Source: an optimization exercise on an open RTL-to-GDS flow (aim: small area and a short achievable clock period). Production flows keep margins and buffers that such runs may drop. No functional check of the RTL was part of any run shown here. No activity file was given, so power comes from the tool's default toggle rates.

**design/flow/config.mk**
```make
export PLATFORM = sky130hd
export DESIGN_NAME = axi_slave
export DESIGN_NICKNAME = axi_slave
export VERILOG_FILES = /design/flow/design.v
export SDC_FILE = /design/flow/constraint.sdc
export NUM_CORES = 4
export LEC_CHECK = 0
export CAP_MARGIN = 20
export CELL_PAD_IN_SITES_DETAIL_PLACEMENT = 2
export CELL_PAD_IN_SITES_GLOBAL_PLACEMENT = 4
export CORE_MARGIN = 2
export CORE_UTILIZATION = 40
export PLACE_DENSITY = 0.6
export SETUP_SLACK_MARGIN = 5
export SLEW_MARGIN = 20
export SYNTH_HIERARCHICAL = 1
export SYNTH_MINIMUM_KEEP_SIZE = 0
export TNS_END_PERCENT = 20
```
**design/flow/constraint.sdc**
```tcl
create_clock -name core_clock -period 10.0 [get_ports {S_AXI_ACLK}]
set_input_delay 2.0000 -clock core_clock [delete_from_list [all_inputs] [get_ports {S_AXI_ACLK}]]
set_output_delay 2.0000 -clock core_clock [all_outputs]
set_load 0.01 [all_outputs]
```
**design/flow/design.v**
```verilog
module axi_addr_mask (
    input      [2 : 0] i_size,
    input      [1 : 0] i_burst,
    input      [7 : 0] i_len,
    output             o_nf,
    output     [1 : 0] o_sz,
    output reg [7 : 0] o_mask
    );
    wire len_ok = (i_len[7 : 4] == 4'd0) && i_len[0] &&
                  (i_len[1] || !i_len[2]) && (i_len[2] || !i_len[3]);
    wire [3 : 0] p = i_size + i_len[0] + i_len[1] + i_len[2] + i_len[3];
    integer i;
    always @(*) begin
        for (i = 0; i < 8; i = i + 1)
            o_mask[i] = (i_burst == 2'b10) ? (!len_ok || p > i) : !i_burst[0] ? 1'b1 : !i_burst[1];
    end
    assign o_nf = (i_burst != 2'b00);
    assign o_sz = i_size[1 : 0];
endmodule
module axi_addr (
    input      [7 : 0] i_last_addr,
    input              i_nf,
    input      [1 : 0] i_sz,
    input      [7 : 0] i_mask,
    output     [7 : 0] o_next_addr
    );
    wire [7 : 0] inc = !i_nf ? 8'd0 : i_sz[1] ? 8'd4 : i_sz[0] ? 8'd2 : 8'd1;
    reg  [7 : 0] sum;
    always @(*) begin
        sum = i_last_addr + inc;
        if (i_nf) begin
            case (i_sz)
                2'b00: sum        = sum;
                2'b01: sum[0]     = 1'b0;
                2'b10: sum[1 : 0] = 2'b0;
                2'b11: sum[2 : 0] = 3'b0;
            endcase
        end
    end
    assign o_next_addr = (i_last_addr & ~i_mask) | (sum & i_mask);
endmodule
module axi_slave #(
    parameter AXI_ID_WD   = 2,
    parameter AXI_DATA_WD = 32,
    parameter AXI_ADDR_WD = 32,
    parameter AXI_STRB_WD = 4
    )(
    input                      S_AXI_ACLK,
    input                      S_AXI_ARESETN,
    input  [AXI_ADDR_WD-1 : 0] S_AXI_AWADDR,
    input  [AXI_ID_WD-1   : 0] S_AXI_AWID,
    input  [1 : 0]             S_AXI_AWBURST,
    input  [2 : 0]             S_AXI_AWSIZE,
    input  [7 : 0]             S_AXI_AWLEN,
    input                      S_AXI_AWVALID,
    output                     S_AXI_AWREADY,
    input  [AXI_DATA_WD-1 : 0] S_AXI_WDATA,
    input  [AXI_STRB_WD-1 : 0] S_AXI_WSTRB,
    input                      S_AXI_WLAST,
    input                      S_AXI_WVALID,
    output                     S_AXI_WREADY,
    output [AXI_ID_WD-1   : 0] S_AXI_BID,
    output [1 : 0]             S_AXI_BRESP,
    output                     S_AXI_BVALID,
    input                      S_AXI_BREADY,
    input  [AXI_ADDR_WD-1 : 0] S_AXI_ARADDR,
    input  [AXI_ID_WD-1   : 0] S_AXI_ARID,
    input  [1 : 0]             S_AXI_ARBURST,
    input  [2 : 0]             S_AXI_ARSIZE,
    input  [7 : 0]             S_AXI_ARLEN,
    input                      S_AXI_ARVALID,
    output                     S_AXI_ARREADY,
    output [AXI_DATA_WD-1 : 0] S_AXI_RDATA,
    output                     S_AXI_RLAST,
    output [AXI_ID_WD-1   : 0] S_AXI_RID,
    output [1 : 0]             S_AXI_RRESP,
    output                     S_AXI_RVALID,
    input                      S_AXI_RREADY
    );
    localparam IW = AXI_ID_WD;
    reg            axi_awready;
    reg            axi_wready;
    reg [IW-1 : 0] axi_bid;
    reg            axi_bvalid;
    reg            bvalid_r;
    reg            axi_arready;
    reg [31 : 0]   axi_rdata;
    reg            axi_rlast;
    reg [IW-1 : 0] axi_rid;
    reg            axi_rvalid;
    reg [7 : 0]    cur_rlen;
    wire awfire = S_AXI_AWVALID && axi_awready;
    wire wfire  = S_AXI_WVALID  && axi_wready;
    wire arfire = S_AXI_ARVALID && axi_arready;
    wire rfire  = axi_rvalid    && S_AXI_RREADY;
    wire b_pend = axi_bvalid    && !S_AXI_BREADY;
    reg [7 : 0]    awaddr;
    reg [IW-1 : 0] awid;
    reg            aw_nf;
    reg [1 : 0]    aw_sz;
    reg [7 : 0]    aw_mask;
    wire           aw_nf_in;
    wire [1 : 0]   aw_sz_in;
    wire [7 : 0]   aw_mask_in;
    wire [7 : 0]   next_wr_addr;
    axi_addr_mask get_wr_mask (
        .i_size(S_AXI_AWSIZE),
        .i_burst(S_AXI_AWBURST),
        .i_len(S_AXI_AWLEN),
        .o_nf(aw_nf_in),
        .o_sz(aw_sz_in),
        .o_mask(aw_mask_in)
    );
    axi_addr get_next_wr_addr (
        .i_last_addr(awaddr),
        .i_nf(aw_nf),
        .i_sz(aw_sz),
        .i_mask(aw_mask),
        .o_next_addr(next_wr_addr)
    );
    always @(posedge S_AXI_ACLK) begin
        if (axi_awready) begin
            awaddr  <= S_AXI_AWADDR[7 : 0];
            awid    <= S_AXI_AWID;
            aw_nf   <= aw_nf_in;
            aw_sz   <= aw_sz_in;
            aw_mask <= aw_mask_in;
        end
        else if (wfire) begin
            awaddr <= next_wr_addr;
        end
    end
    always @(posedge S_AXI_ACLK) begin
        if (!S_AXI_ARESETN) begin
            axi_awready <= 1'b1;
            axi_wready  <= 1'b0;
        end
        else if (awfire) begin
            axi_awready <= 1'b0;
            axi_wready  <= 1'b1;
        end
        else if (wfire) begin
            axi_awready <= S_AXI_WLAST && !b_pend;
            axi_wready  <= !S_AXI_WLAST;
        end
        else if (!axi_awready) begin
            axi_awready <= !axi_wready && !b_pend;
        end
    end
    always @(posedge S_AXI_ACLK) begin
        if (!b_pend)
            axi_bid <= awid;
    end
    always @(posedge S_AXI_ACLK) begin
        if (!S_AXI_ARESETN)
            axi_bvalid <= 1'b0;
        else if (wfire && S_AXI_WLAST)
            axi_bvalid <= 1'b1;
        else if (S_AXI_BREADY)
            axi_bvalid <= bvalid_r;
    end
    always @(posedge S_AXI_ACLK) begin
        if (!S_AXI_ARESETN)
            bvalid_r <= 1'b0;
        else if (b_pend && wfire && S_AXI_WLAST)
            bvalid_r <= 1'b1;
        else if (S_AXI_BREADY)
            bvalid_r <= 1'b0;
    end
    assign S_AXI_AWREADY = axi_awready;
    assign S_AXI_WREADY  = axi_wready;
    assign S_AXI_BRESP   = 2'b00;
    assign S_AXI_BVALID  = axi_bvalid;
    assign S_AXI_BID     = axi_bid;
    reg [7 : 0]  araddr;    
    reg [7 : 0]  rnext;
    reg          ar_nf;
    reg [1 : 0]  ar_sz;
    reg [7 : 0]  ar_mask;
    wire         ar_nf_in;
    wire [1 : 0] ar_sz_in;
    wire [7 : 0] ar_mask_in;
    wire [7 : 0] rnext_in;
    wire [7 : 0] rnext_nx;
    axi_addr_mask get_rd_mask (
        .i_size(S_AXI_ARSIZE),
        .i_burst(S_AXI_ARBURST),
        .i_len(S_AXI_ARLEN),
        .o_nf(ar_nf_in),
        .o_sz(ar_sz_in),
        .o_mask(ar_mask_in)
    );
    axi_addr get_next_rd_addr_in (
        .i_last_addr(S_AXI_ARADDR[7 : 0]),
        .i_nf(ar_nf_in),
        .i_sz(ar_sz_in),
        .i_mask(ar_mask_in),
        .o_next_addr(rnext_in)
    );
    axi_addr get_next_rd_addr (
        .i_last_addr(rnext),
        .i_nf(ar_nf),
        .i_sz(ar_sz),
        .i_mask(ar_mask),
        .o_next_addr(rnext_nx)
    );
    always @(posedge S_AXI_ACLK) begin
        if (axi_arready) begin
            ar_nf   <= ar_nf_in;
            ar_sz   <= ar_sz_in;
            ar_mask <= ar_mask_in;
            axi_rid <= S_AXI_ARID;
        end
    end
    wire [23 : 0] in_rows, nin_rows, nnx_rows;
    reg  [23 : 0] arow, nrow;
    bank_rows u_in_rows  (.a(S_AXI_ARADDR[7 : 0]), .rows(in_rows));
    bank_rows u_nin_rows (.a(rnext_in),            .rows(nin_rows));
    bank_rows u_nnx_rows (.a(rnext_nx),            .rows(nnx_rows));
    always @(posedge S_AXI_ACLK) begin
        if (axi_arready) begin
            araddr <= S_AXI_ARADDR[7 : 0];
            rnext  <= rnext_in;
            arow   <= in_rows;
            nrow   <= nin_rows;
        end
        else if (S_AXI_RREADY) begin
            araddr <= rnext;
            rnext  <= rnext_nx;
            arow   <= nrow;
            nrow   <= nnx_rows;
        end
    end
    always @(posedge S_AXI_ACLK) begin
        if (!S_AXI_ARESETN)
            cur_rlen <= 8'd0;
        else if (axi_arready)
            cur_rlen <= S_AXI_ARLEN;
        else if (rfire)
            cur_rlen <= cur_rlen - 1'b1;
    end
    always @(posedge S_AXI_ACLK) begin
        if (!S_AXI_ARESETN)
            axi_arready <= 1'b1;
        else if (arfire)
            axi_arready <= 1'b0;
        else if (rfire)
            axi_arready <= (cur_rlen == 8'd0);
    end
    always @(posedge S_AXI_ACLK) begin
        if (!S_AXI_ARESETN)
            axi_rvalid <= 1'b0;
        else if (arfire)
            axi_rvalid <= 1'b1;
        else if (rfire)
            axi_rvalid <= (cur_rlen != 8'd0);
    end
    always @(posedge S_AXI_ACLK) begin
        if (!S_AXI_ARESETN)
            axi_rlast <= 1'b0;
        else if (axi_arready)
            axi_rlast <= (S_AXI_ARLEN == 8'd0);
        else if (rfire)
            axi_rlast <= (cur_rlen == 8'd1);
    end
    wire [3 : 0] sh_in, sh_a, sh_n;
    wire [3 : 0] sh = axi_arready ? sh_in : S_AXI_RREADY ? sh_n : sh_a;
    assign sh_in = 4'd1 << S_AXI_ARADDR[1 : 0];
    assign sh_a  = 4'd1 << araddr[1 : 0];
    assign sh_n  = 4'd1 << rnext[1 : 0];
    wire [31 : 0] rd_all;
    wire [3 : 0]  hit;
    wire [31 : 0] wdat_all;
    wire [7 : 0] in_p = axi_arready ? 8'd1 << S_AXI_ARADDR[4 : 2] : 8'd0;
    wire [7 : 0] in_q = axi_arready ? 8'd1 << S_AXI_ARADDR[7 : 5] : 8'd0;
    wire [23 : 0] w_rows;
    bank_rows u_wrows (.a(awaddr), .rows(w_rows));
    genvar b, r, j, i;
    generate
        for (b = 0; b < 4; b = b + 1) begin : g_bank
            wire [1 : 0] wl   = b - awaddr[1 : 0];
            wire         wen  = wfire && S_AXI_WSTRB[wl];
            wire [7 : 0] wdat = S_AXI_WDATA[{wl, 3'b000} +: 8];
            wire [5 : 0] wrow  = w_rows[b*6 +: 6];
            wire [5 : 0] irow  = S_AXI_RREADY ? nrow[b*6 +: 6] : arow[b*6 +: 6];
            wire [7 : 0] whi   = 8'd1 << wrow[5 : 3];
            wire [7 : 0] wlo   = 8'd1 << wrow[2 : 0];
            wire [7 : 0] hi_r  = axi_arready ? 8'd0 : 8'd1 << irow[5 : 3];
            wire [7 : 0] lo_r  = axi_arready ? 8'd0 : 8'd1 << irow[2 : 0];
            wire [7 : 0] rhi, rlo;
            line_sel #(.B(b)) u_lines (
                .a_lo(S_AXI_ARADDR[1 : 0]), .p(in_p), .q(in_q),
                .lo_r(lo_r), .hi_r(hi_r), .lo(rlo), .hi(rhi)
            );
            wire [511 : 0] q;
            for (r = 0; r < 64; r = r + 1) begin : g_row
                reg [7 : 0] m;
                always @(posedge S_AXI_ACLK) begin
                    if (wen && whi[r / 8] && wlo[r % 8])
                        m <= wdat;
                end
                assign q[r*8 +: 8] = m;
            end
            for (j = 0; j < 8; j = j + 1) begin : g_bit
                wire [63 : 0] col;
                for (r = 0; r < 64; r = r + 1) begin : g_col
                    assign col[r] = q[r*8 + j];
                end
                mux64_oh u_mux (.d(col), .hi(rhi), .lo(rlo), .y(rd_all[b*8 + j]));
            end
            assign hit[b] = wen && (|(whi & rhi)) && (|(wlo & rlo));
            assign wdat_all[b*8 +: 8] = wdat;
        end
        for (i = 0; i < 4; i = i + 1) begin : g_lane
            wire [3 : 0] rot;
            for (b = 0; b < 4; b = b + 1) begin : g_rot
                assign rot[b] = sh[(b - i) & 3];
            end
            wire [3 : 0] gm = rot & ~hit;
            wire [3 : 0] gw = rot & hit;
            for (j = 0; j < 8; j = j + 1) begin : g_bit
                wire wb = |(gw & {wdat_all[24 + j], wdat_all[16 + j], wdat_all[8 + j], wdat_all[j]});
                wire y;
                lane_sel u_sel (.g(gm), .d({rd_all[24 + j], rd_all[16 + j], rd_all[8 + j], rd_all[j]}),
                                .wb_n(!wb), .y(y));
                always @(posedge S_AXI_ACLK) begin
                    axi_rdata[i*8 + j] <= y;
                end
            end
        end
    endgenerate
    assign S_AXI_ARREADY = axi_arready;
    assign S_AXI_RVALID  = axi_rvalid;
    assign S_AXI_RDATA   = axi_rdata;
    assign S_AXI_RLAST   = axi_rlast;
    assign S_AXI_RID     = axi_rid;
    assign S_AXI_RRESP   = 2'b00;
endmodule
module bank_rows (
    input  [7 : 0]  a,
    output [23 : 0] rows
    );
    genvar b;
    generate
        for (b = 0; b < 4; b = b + 1) begin : g_b
            assign rows[b*6 +: 6] = a[7 : 2] + (a[1 : 0] > b);
        end
    endgenerate
endmodule
module lane_sel (
    input  [3 : 0] g,
    input  [3 : 0] d,
    input          wb_n,
    output         y
    );
    wire n0, n1;
    aoi22 u0 (.a(d[1 : 0]), .s(g[1 : 0]), .y(n0));
    aoi22 u1 (.a(d[3 : 2]), .s(g[3 : 2]), .y(n1));
    assign y = !(n0 & n1 & wb_n);
endmodule
module aoi22 (
    input  [1 : 0] a,
    input  [1 : 0] s,
    output         y
    );
    assign y = !((a[0] & s[0]) | (a[1] & s[1]));
endmodule
module line_sel #(
    parameter B = 0
    )(
    input  [1 : 0] a_lo,
    input  [7 : 0] p,
    input  [7 : 0] q,
    input  [7 : 0] lo_r,
    input  [7 : 0] hi_r,
    output [7 : 0] lo,
    output [7 : 0] hi
    );
    wire c     = (a_lo > B);
    wire carry = c && p[7];
    wire [7 : 0] lo_in = c     ? {p[6 : 0], p[7]} : p;
    wire [7 : 0] hi_in = carry ? {q[6 : 0], q[7]} : q;
    assign lo = lo_in | lo_r;
    assign hi = hi_in | hi_r;
endmodule
module mux64_oh (
    input  [63 : 0] d,
    input  [7 : 0]  hi,
    input  [7 : 0]  lo,
    output          y
    );
    wire [7 : 0] g;
    genvar i;
    generate
        for (i = 0; i < 8; i = i + 1) begin : g_grp
            mux8_oh u (.d(d[8*i +: 8]), .s(lo), .y(g[i]));
        end
    endgenerate
    mux8_oh u_hi (.d(g), .s(hi), .y(y));
endmodule
module mux8_oh (
    input  [7 : 0] d,
    input  [7 : 0] s,
    output         y
    );
    assign y = |(d & s);
endmodule
```
**design/flow/flow/run.sh**
```bash
#!/bin/bash
set -euo pipefail
bash standard.sh SETUP_SLACK_MARGIN=6.5 finish > flow_make.log 2>&1
```
**design/flow/standard.sh**
```bash
#!/bin/bash
# synth_recipe.tcl (not shown) runs the flow's synth.tcl, then flattens the netlist and writes it again
# the make line also repeats each setting of config.mk as NAME=value (left out here)
make -C /OpenROAD-flow-scripts/flow DESIGN_CONFIG=/design/flow/config.mk WORK_HOME=/design/flow/orfs CLKGATE_MAP_FILE= SYNTH_SCRIPT=/design/flow/synth_recipe.tcl "${@:-finish}"
```
==> impl_metrics.ini, run 1 <==
[grt]
grt_usage_pct = 30.3
grt_pass1_vias = 60800
overflow = 0
antenna_found_initial = 7
grt_pass1_wl_um = 477000
grt_max_degree = 69

[sta]
finalHoldViolations = 0
slew-limit-headroom_pct = 24.9
fin_worst_hold_slack_ps = 428
setup_viol = 0
fmax_ghz = 0.218
rsz0062_at_grt = true
fin_ws_ps = 5400
tightestPinTransition_ps = 1130
tns_ps = 0
maxSlewViolCount = 0
layout_min_cycle_time_ps = 4600
finalCritPeriodShare_pct = 46.0
fin_skew_ps = 80.7

[route]
drt-total-wl_um = 345000
postRouteAntennaNets = 0
drt_iter0_markers = 5116
drc = 0
drt_pass1_iterations = 5
via_count = 57600
wl_per_cell_um = 37.4
via_per_inst = 6.25

[worst_setup_path]
end_kind = flop
critPathKind = input pin to flop
cp.arrival_ps = 5200
worstPathRequired_ps = 10600
startpoint_type = input pin
r2r_setup_slack_ps = 5680
crit_path_max_fanout = 4

[synthesis]
synth_most_common_cell = edfxtp_1
synth-main-ff-cell = edfxtp_1
netlist_instances = 5329
syn_area_sq_um = 86600
netlist_top_cells_count = edfxtp_1 (2,142), a22oi_1 (1,155), nor2_1 (420), nand4_1 (299), nand2_1 (136)
synth_seq_cells = 2189
async_flop_share_pct = 0
synthDistinctLibCells = 79
synth_area_leader_cell = edfxtp_1
synth-edff-count = 2142
yosysSeqAreaShare_pct = 75.3
synth_warnings = 9
yosys-top-cells-area = edfxtp_1 (74%), a22oi_1 (10%), nand4_1 (2.2%)
avgSynthCellArea_sq_um = 16.3
yosys.area.top_type_share_pct = 74.3

[clock_network]
cts-htree-levels = 4
insertion_delay_ps = 900
clock-sinks = 2189
path_clk_slew_ps = 70
tritoncts.num_buffers = 231
cts_hold_buf = 0
cts_root_buffer = clkbuf_16
cts_tree = built
clock_path_buffers = 3

[placed_design]
postPlaceCellArea_sq_um = 92400
place_congestion = 0.796
dp_slack_ps = 2650
post-dp-hpwl_um = 191000
placed_cells = 8312
port_buffers = 131

[pwr]
power_density_nw_per_um2 = 216
vdd_drop_max_mv = 0.184
p_leak_nw = 34.9
sw_frac_of_total_pct = 29.8
combPwrFrac_pct = 19.6
internal_power_mw = 16.9
pwr-share-seq_pct = 45.2
power.total_mw = 24.1
p_sw_mw = 7.18
p_clk_share_pct = 35.2

[floorplan]
dieArea_sq_um = 220000
die_h_um = 469
fp.dieW_um = 469
core_area_sq_um = 215000
row_count = 170
initial_core_util_pct = 40.3
num_io_pins = 184

[final_layout]
final_area_sq_um = 111000
utilization_pct = 51.9
final_layout_size_suffix_gt1_share_pct = 29.8
area_delta_synth_final_pct = 28.7
final_nets = 6355
fin_cells = 9212

[flow_run]
drv_cap = 0

[worst_hold_path]
hp-class = flop to flop

[run_status]
outcome = no timing/DRC/antenna violations
critical path, stage by stage:
cell     delay (ps)
buf_12          100
fa_1            540
inv_2            40
fa_2            330
inv_2            80
fa_2            250
xor2_4          240
nand3_2         130
a31oi_4         210
and4_4          240
o21ai_4          70
xnor2_4         250
and3_4          240
nand3_4          70
xnor2_2         140
mux2_4          260
logic make-up after synthesis:
family | after synthesis | synth area share, %
AOI/OAI and AO/OA | 1516 | 13.3
other | 1 | 0.00433
adders and majority gates | 46 | 0.742
DFF | 2189 | 75.3
and+or+nand+nor | 1179 | 6.90
buffers and inverters | 203 | 1.17
xor gates and xnor gates | 73 | 0.738
muxes | 122 | 1.76
placed cells by master, fill, tap and decap left out, types with 45 or more instances in the layout:
master | Yosys | routed
dfxtp_1 | 47 | 45
buf_12 | 0 | 127
inv_1 | 77 | 68
a22oi_2 | 64 | 322
nand4_1 | 299 | 299
nand3_1 | 80 | 53
a22oi_1 | 1155 | 897
buf_6 | 7 | 83
nand2_1 | 136 | 109
buf_4 | 45 | 289
edfxtp_1 | 2142 | 2142
clkbuf_1 | 29 | 56
clkdlybuf4s50_1 | 0 | 109
clkinv_1 | 3 | 66
nor2_4 | 0 | 147
nor2_2 | 5 | 59
clkbuf_16 | 0 | 245
nor2_1 | 420 | 219
buf_16 | 0 | 54
power groups by stage:
stage	clock (mW)	combinational, mW	sequential (mW)
after floorplan	0	1.78	10.9
after global placement	0	3.46	11.1
after detailed placement	0	3.58	11.1
after CTS	8.55	4.43	10.9
after global routing	8.91	4.89	10.9
final	8.49	4.72	10.9
layout make-up:
| cell class | count | area (sq um) |
|---|---|---|
| antenna | 3 | 7.51 |
| clock buffer | 297 | 6150 |
| clock inverter | 136 | 1190 |
| fill | 19200 | 103000 |
| inverter | 80 | 300 |
| multi-input combinational | 2951 | 25600 |
| sequential | 2189 | 65300 |
| tap | 2838 | 3550 |
| timing repair buffer | 718 | 9380 |
worst paths after layout:
check	start	to	cells after the start
worst min-delay path	awid[0]$_DFFE_PP_	axi_bid[0]$_DFFE_PN_	0
worst max register to register	awaddr[2]$_DFFE_PP_	axi_rdata[15]$_DFF_P_	14
worst max-delay path	S_AXI_ARSIZE[0]	nrow[17]$_DFFE_PP_	16
worst min register to register	awid[0]$_DFFE_PP_	axi_bid[0]$_DFFE_PN_	0
metal layers:
metal,wire length (um),vias up,global-route usage (%),share of wire (%)
met3,16300,463,3.52,4.7
met2,175000,1781,52.6,51
met5,0,-,0,0
met1,142000,31300,39.9,41
li1,-,24000,-,-
met4,11800,0,8.85,3.4
per-module statistics from Yosys (local to each module, per instance), excerpt:
module	cells inside	flops+latches	times used	cell area, sq um
lane_sel	1	0	32	5.00
mux8_oh	5	0	288	36.3
axi_addr_mask	36	0	2	273
axi_addr	36	0	3	275
axi_slave	3312	2189	1	71600
bank_rows	40	0	4	314
aoi22	1	0	64	12.5
repair_timing:
| action | in CTS | in global routing |
|---|---|---|
| endpoints found under the setup margin | 2273 | 2136 |
| cloned | 62 | 13 |
| hold endpoints to repair | 0 | 0 |
| pin swaps | 361 | 273 |
| resized for setup | 988 | 355 |
| buffers inserted | 297 | 89 |
registers in the layout, summed over array words and instances (netlist names), 2 cells and up:
signal and flops:
nrow 24, axi_rdata 32, awaddr 8, arow 24, awid 2, ar_mask 8, axi_rid 2, ar_sz 2
rnext 8, g_bank.g_row.m 2048, araddr 2, aw_sz 2, cur_rlen 8, aw_mask 8, axi_bid 2
==> inputs of run 2 (changes only) <==
==> design/flow/flow/run.sh (replaced) <==
#!/bin/bash
set -euo pipefail
bash standard.sh SETUP_SLACK_MARGIN=6.5 "BUFFER_PORTS_ARGS=-buffer_cell sky130_fd_sc_hd__buf_2" finish > flow_make.log 2>&1
--- a/design/flow/config.mk
+++ b/design/flow/config.mk
@@ -11,4 +11,6 @@
 export CORE_MARGIN = 2
 export CORE_UTILIZATION = 40
+export CTS_CLUSTER_DIAMETER = 70
+export CTS_CLUSTER_SIZE = 24
 export PLACE_DENSITY = 0.6
 export SETUP_SLACK_MARGIN = 5
==> run 2 against run 1 <==
Worst setup slack lost 14 ps. Sequential power barely moved. Sequential share of layout area rose by 2.5 points. Via count down 2.7%. Core utilization is 2.1 points lower. Maximum frequency fell by 0.31%. Clock skew shrank 31 ps. Total power is 9.1% lower. Largest cell class unchanged. Register-to-register slack improved by 170 ps. Sequential cell count stayed put. Combinational power is 4.7% lower. Die area stayed put.
==> impl_metrics.ini, run 2 <==
[run_status]
outcome = no timing/DRC/antenna violations

[route]
postRouteAntennaNets = 0
drc = 0
wl_per_cell_um = 37.0
drt_pass1_iterations = 5
drt_iter0_markers = 5275
via_count = 56000
via_per_inst = 6.23
drt-total-wl_um = 333000

[final_layout]
final_nets = 6217
largest_register_ffs = 2048
layout_commonest_cell = edfxtp_1
top_regs = g_bank.g_row.m x2048, axi_rdata x32
top_register = g_bank.g_row.m
area_delta_synth_final_pct = 23.4
fin_cells = 8987
final_area_sq_um = 107000
final_layout_size_suffix_gt1_share_pct = 28.9
final_cell_mix = edfxtp_1 (2,142), a22oi_1 (923), nand4_1 (299)

[placed_design]
place_congestion = 0.785
placed_cells = 8307
post-dp-hpwl_um = 190000
port_buffers = 131
postPlaceCellArea_sq_um = 91600

[pwr]
internal_power_mw = 15.0
p_leak_nw = 33.3
p_clk_share_pct = 29.8
p_sw_mw = 6.87
power_density_nw_per_um2 = 205
vdd_drop_max_mv = 0.206
sw_frac_of_total_pct = 31.4
pwr-share-seq_pct = 49.7
combPwrFrac_pct = 20.5

[worst_setup_path]
crit_path_top_delay_cell = fa_2
path_delay_family = adder cells
cp.arrival_ps = 5190
reg2reg_depth = 13
slowest_delay_ps = 570
path_cells = buf_12 > fa_2 > inv_2 > fa_2 > inv_2 > fa_2 > xor2_4 > nor2_4 > a31oi_4 > nand2b_1 > o22ai_4 > and2_4 > ha_4 > ha_4 > nand2_2 > xnor2_1 > mux2_4
critPathKind = input pin to flop
crit_path_max_fanout = 4
end_kind = flop
path_buf_inv = 3
cpMostUsedCell = fa_2
worstPathRequired_ps = 10580
cp_num_cells = 17
startpoint_type = input pin

[sta]
maxSlewViolCount = 0
fin_skew_ps = 50.0
finalHoldViolations = 0
slew-limit-headroom_pct = 9.24
layout_min_cycle_time_ps = 4610
fmax_ghz = 0.217
finalCritPeriodShare_pct = 46.1
tightestPinTransition_ps = 1360
setup_viol = 0
tns_ps = 0
rsz0062_at_grt = true

[grt]
antenna_found_initial = 15
grt_pass1_wl_um = 466000
grt_usage_pct = 29.6
grt_pass1_vias = 59000
overflow = 0
grt_max_degree = 69

[clock_network]
insertion_delay_ps = 860
cts_root_buffer = clkbuf_16
path_clk_slew_ps = 70
cts-htree-levels = 4
clock-sinks = 2189
clock_path_buffers = 3
cts_tree = built
tritoncts.num_buffers = 144

[worst_hold_path]
whs_path_depth = 0
hp-class = flop to flop

[synthesis]
async_flop_share_pct = 0
synth_seq_cells = 2189
yosysSeqAreaShare_pct = 75.3
synthDistinctLibCells = 79
synth-edff-count = 2142
yosys-top-cells-area = edfxtp_1 (74%), a22oi_1 (10%), nand4_1 (2.2%)
yosys.area.top_type_share_pct = 74.3
netlist_top_cells_count = edfxtp_1 (2,142), a22oi_1 (1,155), nor2_1 (420), nand4_1 (299), nand2_1 (136)
synth_most_common_cell = edfxtp_1
synth_area_leader_cell = edfxtp_1
avgSynthCellArea_sq_um = 16.3
netlist_instances = 5329
synth-main-ff-cell = edfxtp_1
syn_area_sq_um = 86600
synth_warnings = 9

[floorplan]
core_area_sq_um = 215000
num_io_pins = 184
row_count = 170
fp.dieW_um = 469
dieArea_sq_um = 220000
die_h_um = 469
initial_core_util_pct = 40.3

[flow_run]
drv_cap = 0
run 2: cell counts after synthesis:
No cell type changed its count.
run 2: stage by stage:
stage	setup slack (ps)	total power, mW	utilization, %	hold WS [ps]
after floorplan	4830	12.7	-	400
after global placement	2740	14.4	42.7	401
after detailed placement	2620	14.6	42.7	412
after CTS	5410	21.8	48.7	434
after global routing	5290	22.5	49.7	449
final	5390	21.9	49.7	433
run 2: logic make-up (layout without fill, tap and decap cells):
kind of cell,count (synthesis),after routing,share of synthesized area (%)
fa+ha+maj,46,46,0.742
compound gates,1516,1530,13.3
other cells,1,6,0.00433
flops,2189,2189,75.3
mux,122,122,1.76
xor+xnor,73,73,0.738
buf+inv,203,999,1.17
simple gates,1179,1184,6.90
run 2: what timing repair did:
item,CTS,global route
setup buffers,275,72
gates resized for setup,865,276
setup endpoints to repair,2187,2143
hold endpoints to repair,0,0
hold buffers,0,0
pin swaps,328,202
cloned,69,1
run 2: final cells by class:
type                            instances  area [sq um]
Timing Repair Buffer                  659          7810
Clock buffer                          154          3700
Fill cell                           19500        108000
Tap cell                             2838          3550
Clock inverter                        106          1160
Multi-Input combinational cell       2959         25100
Sequential cell                      2189         65300
Inverter                               80           300
Antenna cell                            2          5.00
run 2: final timing paths:
kind,from,endpoint,slack (ps)
worst max-delay path,S_AXI_ARSIZE[0],nrow[16]$_DFFE_PP_,5390
worst min-delay path,awid[1]$_DFFE_PP_,axi_bid[1]$_DFFE_PN_,430
worst max register to register,axi_arready$_SDFFE_PN1P_,axi_rdata[20]$_DFF_P_,5850
worst min register to register,awid[1]$_DFFE_PP_,axi_bid[1]$_DFFE_PN_,430
run 2: per-layer routing:
layer  GRT usage, %  up-vias  wire length (um)
li1               -    23700                 -
met4           7.95        0              9690
met5              0        -                 0
met1           39.3    30300            138000
met3           3.14      371             15300
met2           51.7     1587            170000
run 2: power by group through the flow:
stage | clock (mW) | combinational, mW | sequential, mW
finish | 6.52 | 4.50 | 10.9
global route | 6.91 | 4.70 | 10.9
CTS | 6.60 | 4.32 | 10.9
detailed placement | 0 | 3.48 | 11.1
floorplan | 0 | 1.78 | 10.9
global placement | 0 | 3.37 | 11.1
run 2: per-module statistics from Yosys, one instance, submodules excluded, a selection:
module,area [sq um],cells,times used,flip-flops and latches
lane_sel,5.00,1,32,0
bank_rows,314,40,4,0
axi_addr_mask,273,36,2,0
axi_slave,71600,3312,1,2189
mux8_oh,36.3,5,288,0
axi_addr,275,36,3,0
aoi22,12.5,1,64,0
==> inputs of run 3 (changes only) <==
--- a/design/flow/design.v
+++ b/design/flow/design.v
@@ -9,9 +9,11 @@
     wire len_ok = (i_len[7 : 4] == 4'd0) && i_len[0] &&
                   (i_len[1] || !i_len[2]) && (i_len[2] || !i_len[3]);
-    wire [3 : 0] p = i_size + i_len[0] + i_len[1] + i_len[2] + i_len[3];
-    integer i;
+    wire [7 : 0] wrap = ({4'd0, i_len[3 : 0]} << i_size) | ~(8'hff << i_size);
     always @(*) begin
-        for (i = 0; i < 8; i = i + 1)
-            o_mask[i] = (i_burst == 2'b10) ? (!len_ok || p > i) : !i_burst[0] ? 1'b1 : !i_burst[1];
+        case (i_burst)
+            2'b10:   o_mask = len_ok ? wrap : 8'hff;
+            2'b11:   o_mask = 8'h00;
+            default: o_mask = 8'hff;
+        endcase
     end
     assign o_nf = (i_burst != 2'b00);
@@ -274,4 +276,6 @@
     wire [7 : 0] in_p = axi_arready ? 8'd1 << S_AXI_ARADDR[4 : 2] : 8'd0;
     wire [7 : 0] in_q = axi_arready ? 8'd1 << S_AXI_ARADDR[7 : 5] : 8'd0;
+    wire sel_a = !axi_arready && !S_AXI_RREADY;
+    wire sel_n = !axi_arready && S_AXI_RREADY;
     wire [23 : 0] w_rows;
     bank_rows u_wrows (.a(awaddr), .rows(w_rows));
@@ -283,13 +287,18 @@
             wire [7 : 0] wdat = S_AXI_WDATA[{wl, 3'b000} +: 8];
             wire [5 : 0] wrow  = w_rows[b*6 +: 6];
-            wire [5 : 0] irow  = S_AXI_RREADY ? nrow[b*6 +: 6] : arow[b*6 +: 6];
+            wire [5 : 0] arow_b = arow[b*6 +: 6];
+            wire [5 : 0] nrow_b = nrow[b*6 +: 6];
             wire [7 : 0] whi   = 8'd1 << wrow[5 : 3];
             wire [7 : 0] wlo   = 8'd1 << wrow[2 : 0];
-            wire [7 : 0] hi_r  = axi_arready ? 8'd0 : 8'd1 << irow[5 : 3];
-            wire [7 : 0] lo_r  = axi_arready ? 8'd0 : 8'd1 << irow[2 : 0];
+            wire [7 : 0] hi_a  = 8'd1 << arow_b[5 : 3];
+            wire [7 : 0] lo_a  = 8'd1 << arow_b[2 : 0];
+            wire [7 : 0] hi_n  = 8'd1 << nrow_b[5 : 3];
+            wire [7 : 0] lo_n  = 8'd1 << nrow_b[2 : 0];
             wire [7 : 0] rhi, rlo;
             line_sel #(.B(b)) u_lines (
                 .a_lo(S_AXI_ARADDR[1 : 0]), .p(in_p), .q(in_q),
-                .lo_r(lo_r), .hi_r(hi_r), .lo(rlo), .hi(rhi)
+                .sel_a(sel_a), .lo_a(lo_a), .hi_a(hi_a),
+                .sel_n(sel_n), .lo_n(lo_n), .hi_n(hi_n),
+                .lo(rlo), .hi(rhi)
             );
             wire [511 : 0] q;
@@ -372,6 +381,10 @@
     input  [7 : 0] p,
     input  [7 : 0] q,
-    input  [7 : 0] lo_r,
-    input  [7 : 0] hi_r,
+    input          sel_a,
+    input  [7 : 0] lo_a,
+    input  [7 : 0] hi_a,
+    input          sel_n,
+    input  [7 : 0] lo_n,
+    input  [7 : 0] hi_n,
     output [7 : 0] lo,
     output [7 : 0] hi
@@ -381,6 +394,6 @@
     wire [7 : 0] lo_in = c     ? {p[6 : 0], p[7]} : p;
     wire [7 : 0] hi_in = carry ? {q[6 : 0], q[7]} : q;
-    assign lo = lo_in | lo_r;
-    assign hi = hi_in | hi_r;
+    assign lo = lo_in | (lo_a & {8{sel_a}}) | (lo_n & {8{sel_n}});
+    assign hi = hi_in | (hi_a & {8{sel_a}}) | (hi_n & {8{sel_n}});
 endmodule
 module mux64_oh (
==> run 3 against run 2 <==
Still clean on timing, DRC and antenna. Register-to-register slack better by 120 ps. Area after synthesis up 1.1%. Non-clock buffer count down 35. Global-route usage about the same. Count of clock-buffer cells in the layout up 3. Die area up 1.1%. Clock power up 2%. Synthesized cell count down 0.73%. Via count up 2.5%. Critical path type unchanged.
==> impl_metrics.ini, run 3 <==
[run_status]
outcome = no timing/DRC/antenna violations

[sta]
maxSlewViolCount = 0
fin_skew_ps = 48.4
fmax_ghz = 0.229
rsz0062_at_grt = true
layout_min_cycle_time_ps = 4360
slew-limit-headroom_pct = 26.6
finalHoldViolations = 0
tightestPinTransition_ps = 1100
setup_viol = 0
finalCritPeriodShare_pct = 43.6
fin_ws_ps = 5640
tns_ps = 0
fin_worst_hold_slack_ps = 423

[floorplan]
core_area_sq_um = 217000
fp.dieW_um = 472
dieArea_sq_um = 223000
initial_core_util_pct = 40.3
num_io_pins = 184
row_count = 171
die_h_um = 472

[synthesis]
async_flop_share_pct = 0
synthAdderAreaFrac_pct = 0.569
synth_xor_area_share_pct = 0.720
synth_warnings = 9
synth-compound-area-share_pct = 13.4
synth_seq_cells = 2189
synth-edff-count = 2142
synthDistinctLibCells = 84
avgSynthCellArea_sq_um = 16.6
synthMuxAreaShare_pct = 2.43
netlist_top_cells_count = edfxtp_1 (2,142), a22oi_1 (1,188), nor2_1 (335), nand4_1 (299), nand2_1 (97)
netlist_instances = 5290
yosysSeqAreaShare_pct = 74.5
synth-main-ff-cell = edfxtp_1
yosys.area.top_type_share_pct = 73.5
synth_top_family_by_area = compound AO/OA/AOI/OAI gates
syn_area_sq_um = 87600
yosys.area_share.simple_pct = 7.03
synth_area_leader_cell = edfxtp_1
yosys-top-cells-area = edfxtp_1 (73%), a22oi_1 (10%), nand4_1 (2.1%)
synth_most_common_cell = edfxtp_1

[placed_design]
port_buffers = 131
placed_cells = 8258
post-dp-hpwl_um = 188000
place_congestion = 0.793
dp_slack_ps = 2530

[route]
drt-total-wl_um = 338000
drt_iter0_markers = 5959
drt_pass1_iterations = 6
wl_per_cell_um = 37.9
via_per_inst = 6.43
postRouteAntennaNets = 0
via_count = 57400
drc = 0

[grt]
grt_max_degree = 66
grt_pass1_wl_um = 470000
overflow = 0
grt_usage_pct = 29.6
grt_pass1_vias = 59600
grtUsageMet2_pct = 48.6
antenna_found_initial = 25
grtUsageMet1_pct = 41.2
top_usage_layer = met2
met3_usage_pct = 4.30

[worst_hold_path]
hp-class = flop to flop
min-delay-start = awid[0]$_DFFE_PP_

[worst_setup_path]
path_delay_family = compound AO/OA/AOI/OAI gates
cp.arrival_ps = 5030
end_kind = flop
path_cells = buf_6 > buf_12 > nand2_8 > nor3_4 > buf_6 > buf_6 > and3_4 > a211o_4 > buf_12 > buf_16 > a22oi_1 > nand4_1 > a22oi_2 > nand4_1 > buf_6 > a22oi_2 > nand3_1
critPathKind = input pin to flop
path_buf_inv = 7
worstPathRequired_ps = 10670
crit_path_top_delay_cell = a211o_4
slowest_delay_ps = 380
critPathLaunch = S_AXI_ARADDR[4]
crit_path_max_fanout = 7
r2r_start = axi_arready$_SDFFE_PN1P_
cpMostUsedCell = buf_6
startpoint_type = input pin

[clock_network]
cts_tree = built
clock_path_buffers = 3
insertion_delay_ps = 840
cts_root_buffer = clkbuf_16
clock-sinks = 2189
path_clk_slew_ps = 80
tritoncts.num_buffers = 144
cts-htree-levels = 4

[final_layout]
area_delta_synth_final_pct = 21.5
layout_commonest_cell = edfxtp_1
fin_cells = 8923
final_cell_mix = edfxtp_1 (2,142), a22oi_1 (1,002), nand4_1 (299)
largest_register_ffs = 2048
top_register = g_bank.g_row.m
final_nets = 6123
final_layout_size_suffix_gt1_share_pct = 28.0
top_regs = g_bank.g_row.m x2048, axi_rdata x32

[flow_run]
drv_cap = 0

[pwr]
vdd_drop_max_mv = 0.182
p_leak_nw = 33.1
power_density_nw_per_um2 = 207
[run 3: path summary, 6_finish.rpt]
check                           slack [ps]               endpoint  cells past startpoint
worst min register to register         420   axi_bid[0]$_DFFE_PN_                      0
worst min-delay path                   420   axi_bid[0]$_DFFE_PN_                      0
worst max-delay path                  5640  axi_rdata[14]$_DFF_P_                     17
worst max register to register        5970  axi_rdata[14]$_DFF_P_                     15
[run 3: kinds of logic (layout without fill, tap and decap cells)]
| logic type | after synthesis | in the layout |
|---|---|---|
| flops | 2189 | 2189 |
| compound gates | 1516 | 1529 |
| simple gates | 1136 | 1144 |
| buf+inv | 188 | 934 |
| mux | 150 | 151 |
| xor+xnor | 72 | 72 |
| fa+ha+maj | 38 | 38 |
| other cells | 1 | 12 |
[run 3: stage by stage]
stage / total power [mW] / util [%] / area, sq um
after floorplan: 12.8 / - / 88800
after global placement: 14.6 / 42.7 / 92900
after detailed placement: 14.7 / 42.8 / 92900
after CTS: 21.9 / 48.2 / 105000
after global routing: 22.6 / 49.0 / 106000
final: 22.1 / 49.0 / 106000
[run 3: area by class of cell]
| cell class | instances | area, sq um |
|---|---|---|
| Fill cell | 19700 | 111000 |
| Multi-Input combinational cell | 2938 | 25300 |
| Clock buffer | 157 | 3760 |
| Tap cell | 2854 | 3570 |
| Timing Repair inverter | 5 | 57.6 |
| Inverter | 45 | 185 |
| Timing Repair Buffer | 624 | 7010 |
| Sequential cell | 2189 | 65300 |
| Clock inverter | 103 | 1240 |
| Antenna cell | 8 | 20.0 |
[run 3: per-module statistics from Yosys, one instance, submodules excluded, excerpt]
module / cells / times used / cell area [sq um] / flops+latches
axi_slave: 3205 / 1 / 71900 / 2189
bank_rows: 38 / 4 / 309 / 0
axi_addr_mask: 37 / 2 / 284 / 0
mux8_oh: 5 / 288 / 36.3 / 0
aoi22: 1 / 64 / 12.5 / 0
lane_sel: 1 / 32 / 5.00 / 0
[run 3: report_power, final]
group          internal [mW]  switching (mW)  leakage (nW)
logic                   1.43            3.11          10.9
clock network           3.12            3.52          2.41
registers               10.6           0.271          19.7
[run 3: layer usage]
layer | vias to the layer above | wire, um
met2 | 1935 | 163000
met5 | - | 138
met1 | 31300 | 145000
met4 | 22 | 10100
met3 | 441 | 19300
li1 | 23800 | -
[run 3: timing repair]
item	CTS	global route
pin swaps	240	119
gates cloned	59	11
setup endpoints to repair	1833	1901
buffers inserted	275	52
hold buffers	0	0
resized for setup	652	182
==> inputs of run 4 (changes only) <==
--- a/design/flow/config.mk
+++ b/design/flow/config.mk
@@ -18,3 +18,3 @@
 export SYNTH_HIERARCHICAL = 1
 export SYNTH_MINIMUM_KEEP_SIZE = 0
-export TNS_END_PERCENT = 20
+export TNS_END_PERCENT = 5
==> run 4 against run 3 <==
Total power decreased by 1.8%. Sequential cell count unchanged. Critical path depth decreased by 2. Clock skew increased by 7.0 ps. Sequential power about the same. Area after synthesis unchanged. Die area unchanged. Worst hold slack improved by 9.2 ps. Critical path type unchanged. Highest routed layer unchanged. Combinational power decreased by 7.0%. Final cell count decreased by 1.1%. Count of clock-buffer cells in the layout increased by 9. Register-to-register slack got worse by 200 ps.
==> impl_metrics.ini, run 4 <==
[worst_setup_path]
cp.arrival_ps = 5100
startpoint_type = input pin
worstPathRequired_ps = 10650
crit_path_max_fanout = 7
critPathKind = input pin to flop
end_kind = flop

[synthesis]
yosysSeqAreaShare_pct = 74.5
netlist_instances = 5290
netlist_top_cells_count = edfxtp_1 (2,142), a22oi_1 (1,188), nor2_1 (335), nand4_1 (299), nand2_1 (97)
yosys-top-cells-area = edfxtp_1 (73%), a22oi_1 (10%), nand4_1 (2.1%)
synth-main-ff-cell = edfxtp_1
synth_seq_cells = 2189
async_flop_share_pct = 0
synth_area_leader_cell = edfxtp_1
synth_warnings = 9
yosys.area.top_type_share_pct = 73.5
avgSynthCellArea_sq_um = 16.6
synth-edff-count = 2142
synth_most_common_cell = edfxtp_1
syn_area_sq_um = 87600
synthDistinctLibCells = 84

[placed_design]
dp_slack_ps = 2970
post-dp-hpwl_um = 190000
postPlaceCellArea_sq_um = 92700
place_congestion = 0.779
port_buffers = 131

[sta]
slew-limit-headroom_pct = 20.1
setup_viol = 0
layout_min_cycle_time_ps = 4450
tightestPinTransition_ps = 1200
finalHoldViolations = 0
fin_worst_hold_slack_ps = 433
finalCritPeriodShare_pct = 44.5
fin_ws_ps = 5550
fmax_ghz = 0.225
fin_skew_ps = 55.4
rsz0062_at_grt = true
maxSlewViolCount = 0
tns_ps = 0

[route]
drt-total-wl_um = 334000
drt_pass1_iterations = 5
drt_iter0_markers = 6038
wl_per_cell_um = 37.9
via_count = 56700
postRouteAntennaNets = 0
via_per_inst = 6.42
drc = 0

[clock_network]
clock_path_buffers = 3
insertion_delay_ps = 840
clock-sinks = 2189
tritoncts.num_buffers = 146
cts_root_buffer = clkbuf_16
cts_tree = built
cts-htree-levels = 4
path_clk_slew_ps = 80

[floorplan]
initial_core_util_pct = 40.3
die_h_um = 472
dieArea_sq_um = 223000
row_count = 171
core_area_sq_um = 217000
fp.dieW_um = 472
num_io_pins = 184

[grt]
grt_pass1_vias = 59100
grt_max_degree = 66
antenna_found_initial = 19
grt_usage_pct = 29.6
overflow = 0
grt_pass1_wl_um = 469000

[final_layout]
top_register = g_bank.g_row.m
final_cell_mix = edfxtp_1 (2,142), a22oi_1 (1,086), nand4_1 (299)
final_nets = 6032
area_delta_synth_final_pct = 19.0
fill_cells = 19900
final_layout_size_suffix_gt1_share_pct = 24.4
layout_commonest_cell = edfxtp_1
top_regs = g_bank.g_row.m x2048, axi_rdata x32
largest_register_ffs = 2048
final_area_sq_um = 104000

[run_status]
outcome = no timing/DRC/antenna violations

[pwr]
p_leak_nw = 32.5
vdd_drop_max_mv = 0.183
power_density_nw_per_um2 = 208

[worst_hold_path]
hp-class = flop to flop

[flow_run]
drv_cap = 0
==> run 4: cell counts after synthesis <==
Identical to the previous run, type by type.
==> run 4: cell type report <==
class	instances	area, sq um	area share (%)
multi-input cells	2942	24500	23.5
inverters	45	185	0.178
diodes	5	12.5	0.0120
repair inverters	3	45.0	0.0432
clock buffers	166	3880	3.72
repair buffers	529	5700	5.47
clock inverters	94	1080	1.03
well taps	2854	3570	3.43
flip-flops and latches	2189	65300	62.6
==> run 4: kinds of logic (layout without fill, tap and decap cells) <==
logic type | Yosys count | in the layout | share of synthesized area [%]
DFF | 2189 | 2189 | 74.5
adders and majority gates | 38 | 38 | 0.569
AOI/OAI and AO/OA | 1516 | 1534 | 13.4
other | 1 | 9 | 0.00428
buffers and inverters | 188 | 837 | 1.26
xor gates and xnor gates | 72 | 72 | 0.720
and+or+nand+nor | 1136 | 1143 | 7.03
muxes | 150 | 151 | 2.43
==> run 4: metal layers <==
metal	global-route usage [%]	share of wire [%]	up-vias
met5	0	0.030	-
met1	41.0	43	30800
li1	-	-	23600
met4	8.33	3.0	16
met2	48.8	48	1889
met3	4.04	5.6	434
==> run 4: final timing paths <==
path,startpoint,to,slack (ps),cells past startpoint
worst max register to register,axi_arready$_SDFFE_PN1P_,axi_rdata[5]$_DFF_P_,5770,15
worst min register to register,awid[1]$_DFFE_PP_,axi_bid[1]$_DFFE_PN_,430,0
worst min-delay path,awid[1]$_DFFE_PP_,axi_bid[1]$_DFFE_PN_,430,0
worst max-delay path,S_AXI_RREADY,axi_rdata[29]$_DFF_P_,5550,15
==> run 4: what timing repair did <==
item | in CTS | in global routing
hold buffers | 0 | 0
pin swaps | 186 | 47
buffers inserted | 217 | 25
resized for setup | 586 | 59
endpoints found under the hold margin | 0 | 0
cloned | 59 | 1
endpoints found under the setup margin | 2119 | 2078
==> run 4: through the flow <==
| stage | utilization [%] | std cells | power (mW) |
|---|---|---|---|
| after global placement | 42.7 | 8258 | 14.5 |
| after global routing | 47.9 | 8824 | 22.3 |
| after detailed placement | 42.7 | 8259 | 14.6 |
| after floorplan | - | 5293 | 12.8 |
| after CTS | 47.7 | 8795 | 21.7 |
| final | 47.9 | 8827 | 21.7 |
==> run 4: where the power goes <==
| group | total, mW | switching, mW | internal, mW | leakage (nW) |
|---|---|---|---|---|
| clock | 6.56 | 3.53 | 3.04 | 2.38 |
| sequential | 10.9 | 0.256 | 10.6 | 19.7 |
| combinational | 4.23 | 2.94 | 1.30 | 10.3 |
==> run 4: Yosys stat by module, one instance, submodules excluded, excerpt <==
module         cells  times used  cell area (sq um)  flops+latches
axi_slave       3205           1              71900           2189
bank_rows         38           4                309              0
axi_addr_mask     37           2                284              0
axi_addr          36           3                275              0
mux8_oh            5         288               36.3              0
aoi22              1          64               12.5              0
lane_sel           1          32               5.00              0
==> run 4: critical path: stages <==
cell      delay (ps)
buf_12           120
nor2b_4          210
buf_12           210
a22o_4           230
a211o_4          360
buf_16           170
mux4_2           460
mux2_4           300
o31ai_4           70
buf_12           190
buf_12           120
buf_16           130
nor3_4            50
a211oi_2         280
nand3_1          160
==> inputs of run 5 (changes only) <==
--- a/design/flow/design.v
+++ b/design/flow/design.v
@@ -318,5 +318,10 @@
                 mux64_oh u_mux (.d(col), .hi(rhi), .lo(rlo), .y(rd_all[b*8 + j]));
             end
-            assign hit[b] = wen && (|(whi & rhi)) && (|(wlo & rlo));
+            wire [5 : 0] wrow_m1 = wrow - 1'b1;
+            wire         c_in    = (S_AXI_ARADDR[1 : 0] > b);
+            wire         eq_in   = (S_AXI_ARADDR[7 : 2] == (c_in ? wrow_m1 : wrow));
+            wire         eq_a    = (arow_b == wrow);
+            wire         eq_n    = (nrow_b == wrow);
+            assign hit[b] = wen && (axi_arready ? eq_in : S_AXI_RREADY ? eq_n : eq_a);
             assign wdat_all[b*8 +: 8] = wdat;
         end
--- a/design/flow/config.mk
+++ b/design/flow/config.mk
@@ -18,3 +18,3 @@
 export SYNTH_HIERARCHICAL = 1
 export SYNTH_MINIMUM_KEEP_SIZE = 0
-export TNS_END_PERCENT = 5
+export TNS_END_PERCENT = 20
==> run 5 against run 4 <==
Area after synthesis increased by 2.2%. Still clean on timing, DRC and antenna. Highest routed layer unchanged. Sequential power is essentially flat. Total power grew 2.5%. Critical path type unchanged. Synthesized cell count rose by 7.1%. Worst setup slack better by 57 ps.
==> impl_metrics.ini, run 5 <==
[run_status]
outcome = no timing/DRC/antenna violations

[grt]
grt_pass1_wl_um = 477000
grt_usage_pct = 29.2
grt_max_degree = 82
antenna_found_initial = 7
grt_pass1_vias = 61200
overflow = 0

[worst_hold_path]
min_to = axi_bid[1]$_DFFE_PN_
hp-class = flop to flop
min-delay-start = awid[1]$_DFFE_PP_
whs_path_depth = 0

[route]
drt-total-wl_um = 340000
via_count = 58200
postRouteAntennaNets = 0
wl_per_cell_um = 36.6
drc = 0
via_per_inst = 6.27
drt_iter0_markers = 5336
drt_pass1_iterations = 5

[synthesis]
synth_area_leader_cell = edfxtp_1
async_flop_share_pct = 0
synth_warnings = 9
yosysSeqAreaShare_pct = 72.9
netlist_top_cells_count = edfxtp_1 (2,142), a22oi_1 (1,199), nor2_1 (387), nand4_1 (323), nand2_1 (156)
yosys.area.top_type_share_pct = 71.9
avgSynthCellArea_sq_um = 15.8
netlist_instances = 5664
synth_most_common_cell = edfxtp_1
yosys-top-cells-area = edfxtp_1 (72%), a22oi_1 (10%), nand4_1 (2.3%)
syn_area_sq_um = 89500
synth_seq_cells = 2189
synth-main-ff-cell = edfxtp_1
synth-edff-count = 2142
synthDistinctLibCells = 99

[floorplan]
initial_core_util_pct = 40.3
dieArea_sq_um = 228000
die_h_um = 477
core_area_sq_um = 222000
num_io_pins = 184
row_count = 173
fp.dieW_um = 477

[worst_setup_path]
r2r_start = awaddr[0]$_DFFE_PP_
cp.arrival_ps = 5060
reg2reg_depth = 16
r2r-end = axi_rdata[20]$_DFF_P_
critPathKind = input pin to flop
end_kind = flop
worstPathRequired_ps = 10670
r2r_setup_slack_ps = 5780
crit_path_max_fanout = 11
startpoint_type = input pin

[sta]
layout_min_cycle_time_ps = 4390
slew-limit-headroom_pct = 18.9
fin_skew_ps = 50.4
setup_viol = 0
rsz0062_at_grt = true
fin_worst_hold_slack_ps = 435
finalHoldViolations = 0
fmax_ghz = 0.228
maxSlewViolCount = 0
tightestPinTransition_ps = 1200
finalCritPeriodShare_pct = 43.9
tns_ps = 0

[pwr]
combPwrFrac_pct = 22.1
internal_power_mw = 15.1
power_density_nw_per_um2 = 207
vdd_drop_max_mv = 0.181
p_sw_mw = 7.07
p_clk_share_pct = 29.0
p_leak_nw = 33.5
sw_frac_of_total_pct = 31.8
pwr-share-seq_pct = 49.0

[final_layout]
final_cell_mix = edfxtp_1 (2,142), a22oi_1 (1,001), nand4_1 (323)
final_layout_size_suffix_gt1_share_pct = 25.0
top_regs = g_bank.g_row.m x2048, axi_rdata x32
final_nets = 6399
fill_cells = 20500
layout_commonest_cell = edfxtp_1
largest_register_ffs = 2048
top_register = g_bank.g_row.m
multi_input_area_sq_um = 26300
area_delta_synth_final_pct = 19.7
regArea_sq_um = 65300

[clock_network]
insertion_delay_ps = 850
clock-sinks = 2189
path_clk_slew_ps = 80
clock_path_buffers = 3
cts-htree-levels = 4
cts_root_buffer = clkbuf_16
cts_hold_buf = 0
cts_tree = built
tritoncts.num_buffers = 140

[placed_design]
port_buffers = 131
post-dp-hpwl_um = 197000
place_congestion = 0.803

[flow_run]
drv_cap = 0
-- run 5: changes by cell type after synthesis, moves of 40 or more --
cell,delta
mux2i_1,+44
nor2_1,+52
xnor2_1,+43
clkbuf_1,+60
nand2_1,+59
mux4_2,-40
-- run 5: metrics by stage --
step                util (%)  cell area [sq um]  worst slack [ps]  power (mW)  cells
global placement        42.4              94300              2970        15.0   8708
global route            48.2             107000              5630        22.8   9287
CTS                     47.5             106000              5720        22.2   9234
floorplan                  -              90000              4800        13.2   5667
detailed placement      42.4              94300              2940        15.1   8709
finish                  48.2             107000              5610        22.2   9289
-- run 5: layer usage --
layer  global-route usage, %  share of wire [%]  vias up
met2                    50.3                 51     1628
met5                       0             0.0038        -
li1                        -                  -    24700
met1                    38.7                 42    31500
met4                    8.62                3.2        2
met3                    3.33                4.6      398
-- run 5: area by class of cell --
class | count | share of cell area [%]
Sequential cell | 2189 | 60.9
Multi-Input combinational cell | 3212 | 24.6
Timing Repair Buffer | 580 | 6.22
Tap cell | 2975 | 3.48
Clock buffer | 150 | 3.39
Clock inverter | 96 | 1.10
Inverter | 82 | 0.300
Antenna cell | 5 | 0.0117
-- run 5: how the worst max path moves through the flow --
stage            startpoint                    end  slack (ps)  depth (start not counted)
4_1_cts        S_AXI_RREADY  axi_rdata[15]$_DFF_P_        5720                         15
3_5_place_dp   S_AXI_RREADY  axi_rdata[15]$_DFF_P_        2940                         13
3_3_place_gp   S_AXI_RREADY  axi_rdata[15]$_DFF_P_        2970                         13
5_1_grt        S_AXI_RREADY  axi_rdata[22]$_DFF_P_        5630                         16
2_1_floorplan  S_AXI_RREADY   axi_rdata[0]$_DFF_P_        4800                         15
6_report       S_AXI_RREADY  axi_rdata[10]$_DFF_P_        5610                         14
-- run 5: power by group through the flow --
stage / Sequential, mW / Clock, mW / Combinational (mW)
2_1_floorplan: 11.0 / 0 / 2.19
3_3_place_gp: 11.1 / 0 / 3.92
3_5_place_dp: 11.1 / 0 / 4.03
4_1_cts: 10.9 / 6.55 / 4.77
5_1_grt: 10.9 / 6.79 / 5.14
6_report: 10.9 / 6.43 / 4.90
-- run 5: critical path, cell delays in order --
cell       delay [ps]
buf_12            110
buf_12            130
nor2b_4           170
clkbuf_16         190
a22o_4            220
a211o_4           410
buf_16            200
a22oi_2           250
nand4_1           320
a22oi_1           300
nand4_1           150
buf_6             180
a22oi_2           220
nand3_1           150
-- run 5: modules after synthesis, one instance, submodules excluded, a selection --
module	times used	flops+latches	cell area (sq um)	cells
axi_slave	1	2189	73700	3557
axi_addr_mask	2	0	274	38
lane_sel	32	0	5.00	1
axi_addr	3	0	275	36
mux8_oh	288	0	36.3	5
bank_rows	4	0	344	43
aoi22	64	0	12.5	1
-- run 5: cells by family (layout without fill, tap and decap cells) --
group | after synthesis | in the layout | share of synthesized area, %
flip-flops | 2189 | 2189 | 72.9
AO/OA/AOI/OAI | 1577 | 1589 | 13.8
AND/OR/NAND/NOR | 1256 | 1264 | 7.47
buffers and inverters | 286 | 908 | 1.70
multiplexers | 166 | 166 | 2.04
XOR/XNOR | 133 | 133 | 1.30
adder cells (fa/ha/maj) | 56 | 56 | 0.808
other | 1 | 9 | 0.00419
-- run 5: timing repair --
item / in CTS / in global routing
hold endpoints to repair: 0 / 0
gates cloned: 57 / 6
pin swaps: 234 / 129
resized for setup: 667 / 212
setup buffers: 222 / 43
setup endpoints to repair: 2094 / 2059
==> inputs of run 6 (changes only) <==
--- a/design/flow/config.mk
+++ b/design/flow/config.mk
@@ -10,8 +10,8 @@
 export CELL_PAD_IN_SITES_GLOBAL_PLACEMENT = 4
 export CORE_MARGIN = 2
-export CORE_UTILIZATION = 40
+export CORE_UTILIZATION = 50
 export CTS_CLUSTER_DIAMETER = 70
 export CTS_CLUSTER_SIZE = 24
-export PLACE_DENSITY = 0.6
+export PLACE_DENSITY = 0.68
 export SETUP_SLACK_MARGIN = 5
 export SLEW_MARGIN = 20
==> run 6 against run 5 <==
Synthesized cell count unchanged. The flow now stops in detailed placement. Area after synthesis unchanged.
==> impl_metrics.ini, run 6 <==
[run_status]
outcome = aborted with a tool error
lastStage = detailed placement
stop_error = [ERROR DPL-0033] detailed placement checks failed during check placement.

[floorplan]
fp.dieW_um = 427
die_h_um = 427
initial_core_util_pct = 50.2
num_io_pins = 184
row_count = 155

[synthesis]
synth_warnings = 9
synth_area_leader_cell = edfxtp_1
synth_most_common_cell = edfxtp_1
synth-main-ff-cell = edfxtp_1
syn_area_sq_um = 89500
yosys.area.top_type_share_pct = 71.9
avgSynthCellArea_sq_um = 15.8
synthDistinctLibCells = 99
yosys-top-cells-area = edfxtp_1 (72%), a22oi_1 (10%), nand4_1 (2.3%)
synth-edff-count = 2142
yosysSeqAreaShare_pct = 72.9
async_flop_share_pct = 0
synth_seq_cells = 2189
netlist_instances = 5664
netlist_top_cells_count = edfxtp_1 (2,142), a22oi_1 (1,199), nor2_1 (387), nand4_1 (323), nand2_1 (156)

[placed_design]
post-dp-hpwl_um = 221000
port_buffers = 131
place_congestion = 0.829
## run 6: cell counts after synthesis
No cell type changed its count.
## run 6: per-stage QoR
step / hold WS (ps) / std cells
2_1_floorplan: 400 / 5667
3_3_place_gp: 417 / 8065
## run 6: cells by family after synthesis
family / Yosys count / synth area share [%]
DFF: 2189 / 72.9
AOI/OAI and AO/OA: 1577 / 13.8
and+or+nand+nor: 1256 / 7.47
buffers and inverters: 286 / 1.70
muxes: 166 / 2.04
xor gates and xnor gates: 133 / 1.30
adders and majority gates: 56 / 0.808
other: 1 / 0.00419
## run 6: how the worst min path moves through the flow
stage | startpoint | endpoint | slack, ps
2_1_floorplan | awid[0]$_DFFE_PP_ | axi_bid[0]$_DFFE_PN_ | 400
3_3_place_gp | awid[0]$_DFFE_PP_ | axi_bid[0]$_DFFE_PN_ | 420
## run 6: Yosys stat by module (local to each module, per instance), excerpt
module	flops+latches	area, sq um	cells	times used
axi_addr	0	275	36	3
lane_sel	0	5.00	1	32
axi_slave	2189	73700	3557	1
aoi22	0	12.5	1	64
axi_addr_mask	0	274	38	2
mux8_oh	0	36.3	5	288
bank_rows	0	344	43	4
## run 6: power by group through the flow
| stage | Clock, mW | Sequential (mW) | Combinational [mW] |
|---|---|---|---|
| 2_1_floorplan | 0 | 11.0 | 2.19 |
| 3_3_place_gp | 0 | 11.1 | 3.72 |
==> inputs of run 7 (changes only) <==
--- a/design/flow/design.v
+++ b/design/flow/design.v
@@ -318,10 +318,5 @@
                 mux64_oh u_mux (.d(col), .hi(rhi), .lo(rlo), .y(rd_all[b*8 + j]));
             end
-            wire [5 : 0] wrow_m1 = wrow - 1'b1;
-            wire         c_in    = (S_AXI_ARADDR[1 : 0] > b);
-            wire         eq_in   = (S_AXI_ARADDR[7 : 2] == (c_in ? wrow_m1 : wrow));
-            wire         eq_a    = (arow_b == wrow);
-            wire         eq_n    = (nrow_b == wrow);
-            assign hit[b] = wen && (axi_arready ? eq_in : S_AXI_RREADY ? eq_n : eq_a);
+            assign hit[b] = wen && (|(whi & rhi)) && (|(wlo & rlo));
             assign wdat_all[b*8 +: 8] = wdat;
         end
--- a/design/flow/config.mk
+++ b/design/flow/config.mk
@@ -7,11 +7,11 @@
 export LEC_CHECK = 0
 export CAP_MARGIN = 20
-export CELL_PAD_IN_SITES_DETAIL_PLACEMENT = 2
-export CELL_PAD_IN_SITES_GLOBAL_PLACEMENT = 4
+export CELL_PAD_IN_SITES_DETAIL_PLACEMENT = 1
+export CELL_PAD_IN_SITES_GLOBAL_PLACEMENT = 2
 export CORE_MARGIN = 2
 export CORE_UTILIZATION = 50
 export CTS_CLUSTER_DIAMETER = 70
 export CTS_CLUSTER_SIZE = 24
-export PLACE_DENSITY = 0.68
+export PLACE_DENSITY = 0.66
 export SETUP_SLACK_MARGIN = 5
 export SLEW_MARGIN = 20
==> run 7 against run 6 <==
Now clean on timing, DRC and antenna. Synthesized cell count shrank 6.6%. Area after synthesis shrank 2.2%.
==> impl_metrics.ini, run 7 <==
[final_layout]
final_cell_mix = edfxtp_1 (2,142), a22oi_1 (1,029), nand4_1 (299)
final_area_sq_um = 105000
layout_commonest_cell = edfxtp_1
top_regs = g_bank.g_row.m x2048, axi_rdata x32
final_nets = 6068
final_layout_size_suffix_gt1_share_pct = 26.9
largest_register_ffs = 2048
area_delta_synth_final_pct = 19.8
fill_cells = 15300

[pwr]
power_density_nw_per_um2 = 204
p_leak_nw = 32.7

[worst_setup_path]
crit_path_max_fanout = 12
critPathKind = input pin to flop
end_kind = flop
cp.arrival_ps = 4920
startpoint_type = input pin
path_cells = buf_12 > or2_4 > buf_12 > clkinv_16 > buf_4 > a22oi_1 > o211ai_1 > and4_1 > a31o_2 > o31ai_4 > buf_12 > bufbuf_16 > nor3_1 > a211oi_2 > nand3_1
r2r_setup_slack_ps = 6060
reg2reg_depth = 15
cp_num_cells = 15
path_delay_family = compound AO/OA/AOI/OAI gates
slowest_delay_ps = 330
r2r_start = awaddr[1]$_DFFE_PP_
critical_path.endpoint = axi_rdata[19]$_DFF_P_
crit_path_top_delay_cell = a211oi_2

[placed_design]
postPlaceCellArea_sq_um = 92100
post-dp-hpwl_um = 159000
place_congestion = 0.833

[sta]
fin_skew_ps = 32.4
fin_ws_ps = 5770
layout_min_cycle_time_ps = 4230
tns_ps = 0
finalHoldViolations = 0
maxSlewViolCount = 0
setup_viol = 0
finalCritPeriodShare_pct = 42.3
rsz0062_at_grt = true
tightestPinTransition_ps = 1090

[route]
wl_per_cell_um = 36.5
via_per_inst = 6.87
drt_pass1_iterations = 8
drt-total-wl_um = 303000
drc = 0
drt_iter0_markers = 7232

[synthesis]
netlist_instances = 5290
yosys.area.top_type_share_pct = 73.5
async_flop_share_pct = 0
syn_area_sq_um = 87600
yosys-top-cells-area = edfxtp_1 (73%), a22oi_1 (10%), nand4_1 (2.1%)
synth_top_family_by_area = compound AO/OA/AOI/OAI gates
synthAdderAreaFrac_pct = 0.569
synth-edff-count = 2142
synth_area_leader_cell = edfxtp_1
synth-main-ff-cell = edfxtp_1
avgSynthCellArea_sq_um = 16.6

[clock_network]
cts-htree-levels = 4
cts_tree = built
cts_hold_buf = 0
cts_root_buffer = clkbuf_16
clock_path_buffers = 3

[floorplan]
initial_core_util_pct = 50.3
num_io_pins = 184
dieArea_sq_um = 178000
core_area_sq_um = 174000
row_count = 153

[run_status]
outcome = no timing/DRC/antenna violations

[grt]
grtUsageMet2_pct = 52.2
grtUsageMet1_pct = 47.2
antenna_found_initial = 10
grt_max_degree = 66

[flow_run]
drv_cap = 0
==> run 7: cell types whose count changed after synthesis, moves of 24 or more <==
cell and change:
clkbuf_1 -60, inv_1 -39, mux2i_1 -44, mux4_2 +40, nand2_1 -59, nand4_1 -24
nor2_1 -52, o22ai_1 +28, xnor2_1 -43
==> run 7: final cells by class <==
type / instances / area [sq um] / area share (%)
clock buffer: 151 / 3610 / 3.44
tap: 2325 / 2910 / 2.77
timing repair inverter: 3 / 57.6 / 0.0549
clock inverter: 78 / 940 / 0.896
antenna: 5 / 12.5 / 0.0119
multi-input combinational: 2958 / 25600 / 24.4
sequential: 2189 / 65300 / 62.2
timing repair buffer: 561 / 6280 / 5.99
inverter: 45 / 185 / 0.177
==> run 7: cell families after synthesis <==
| group | after synthesis |
|---|---|
| other | 1 |
| and+or+nand+nor | 1136 |
| muxes | 150 |
| buffers and inverters | 188 |
| xor gates and xnor gates | 72 |
| DFF | 2189 |
| adders and majority gates | 38 |
| AOI/OAI and AO/OA | 1516 |
==> run 7: how the worst min path moves through the flow <==
stage,from,to,slack (ps),cells after the start
2_1_floorplan,awid[0]$_DFFE_PP_,axi_bid[0]$_DFFE_PN_,400,0
3_3_place_gp,awid[1]$_DFFE_PP_,axi_bid[1]$_DFFE_PN_,400,0
3_5_place_dp,awid[0]$_DFFE_PP_,axi_bid[0]$_DFFE_PN_,410,0
4_1_cts,awid[0]$_DFFE_PP_,axi_bid[0]$_DFFE_PN_,430,0
5_1_grt,awid[0]$_DFFE_PP_,axi_bid[0]$_DFFE_PN_,450,0
6_report,awid[0]$_DFFE_PP_,axi_bid[0]$_DFFE_PN_,430,0
==> run 7: layer usage <==
metal	part of all wire, %	wire length [um]
met5	0.034	103
met3	8.4	25400
met4	4.1	12300
met2	47	142000
met1	41	124000
==> run 7: worst register-to-register path, delay by kind of cell, from the launching register on <==
family	cells	cell delay [ps]
fa+ha+maj	2	470
flops	1	460
compound gates	3	780
xor+xnor	1	170
mux	1	360
buf+inv	4	1050
simple gates	4	520
==> run 7: Yosys stat by module (local to each module, per instance), excerpt <==
module         times used  flip-flops and latches  area, sq um  cells
axi_slave               1                    2189        71900   3205
bank_rows               4                       0          309     38
axi_addr_mask           2                       0          284     37
axi_addr                3                       0          275     36
mux8_oh               288                       0         36.3      5
aoi22                  64                       0         12.5      1
lane_sel               32                       0         5.00      1
==> run 7: where the power goes <==
group	switching, mW	internal, mW
registers	0.259	10.6
logic	2.97	1.38
clock network	3.22	2.94
==> run 7: metrics by stage <==
step | total power, mW | hold WS, ps | util [%] | std cells
final | 21.4 | 433 | 60.3 | 8315
after global routing | 21.9 | 454 | 60.3 | 8312
after CTS | 21.2 | 435 | 59.4 | 8259
after detailed placement | 14.4 | 413 | 52.9 | 7700
after global placement | 14.4 | 402 | 52.9 | 7699
after floorplan | 12.8 | 400 | - | 5293
==> run 7: timing repair <==
item                                    4_1_cts  5_1_grt
endpoints found under the hold margin         0        0
endpoints found under the setup margin     1780     1834
pin swaps                                   227      122
setup buffers                               260       43
resized for setup                           610      200
cloned                                       70        8

Check on run 7: ideal ports give 5.772 ns setup slack; a clkbuf_16 on the clock port and buf_2 on the inputs give 5.786 ns; moving port delays by the midpoint clock arrival (0.909 ns) as well gives 4.877 ns.
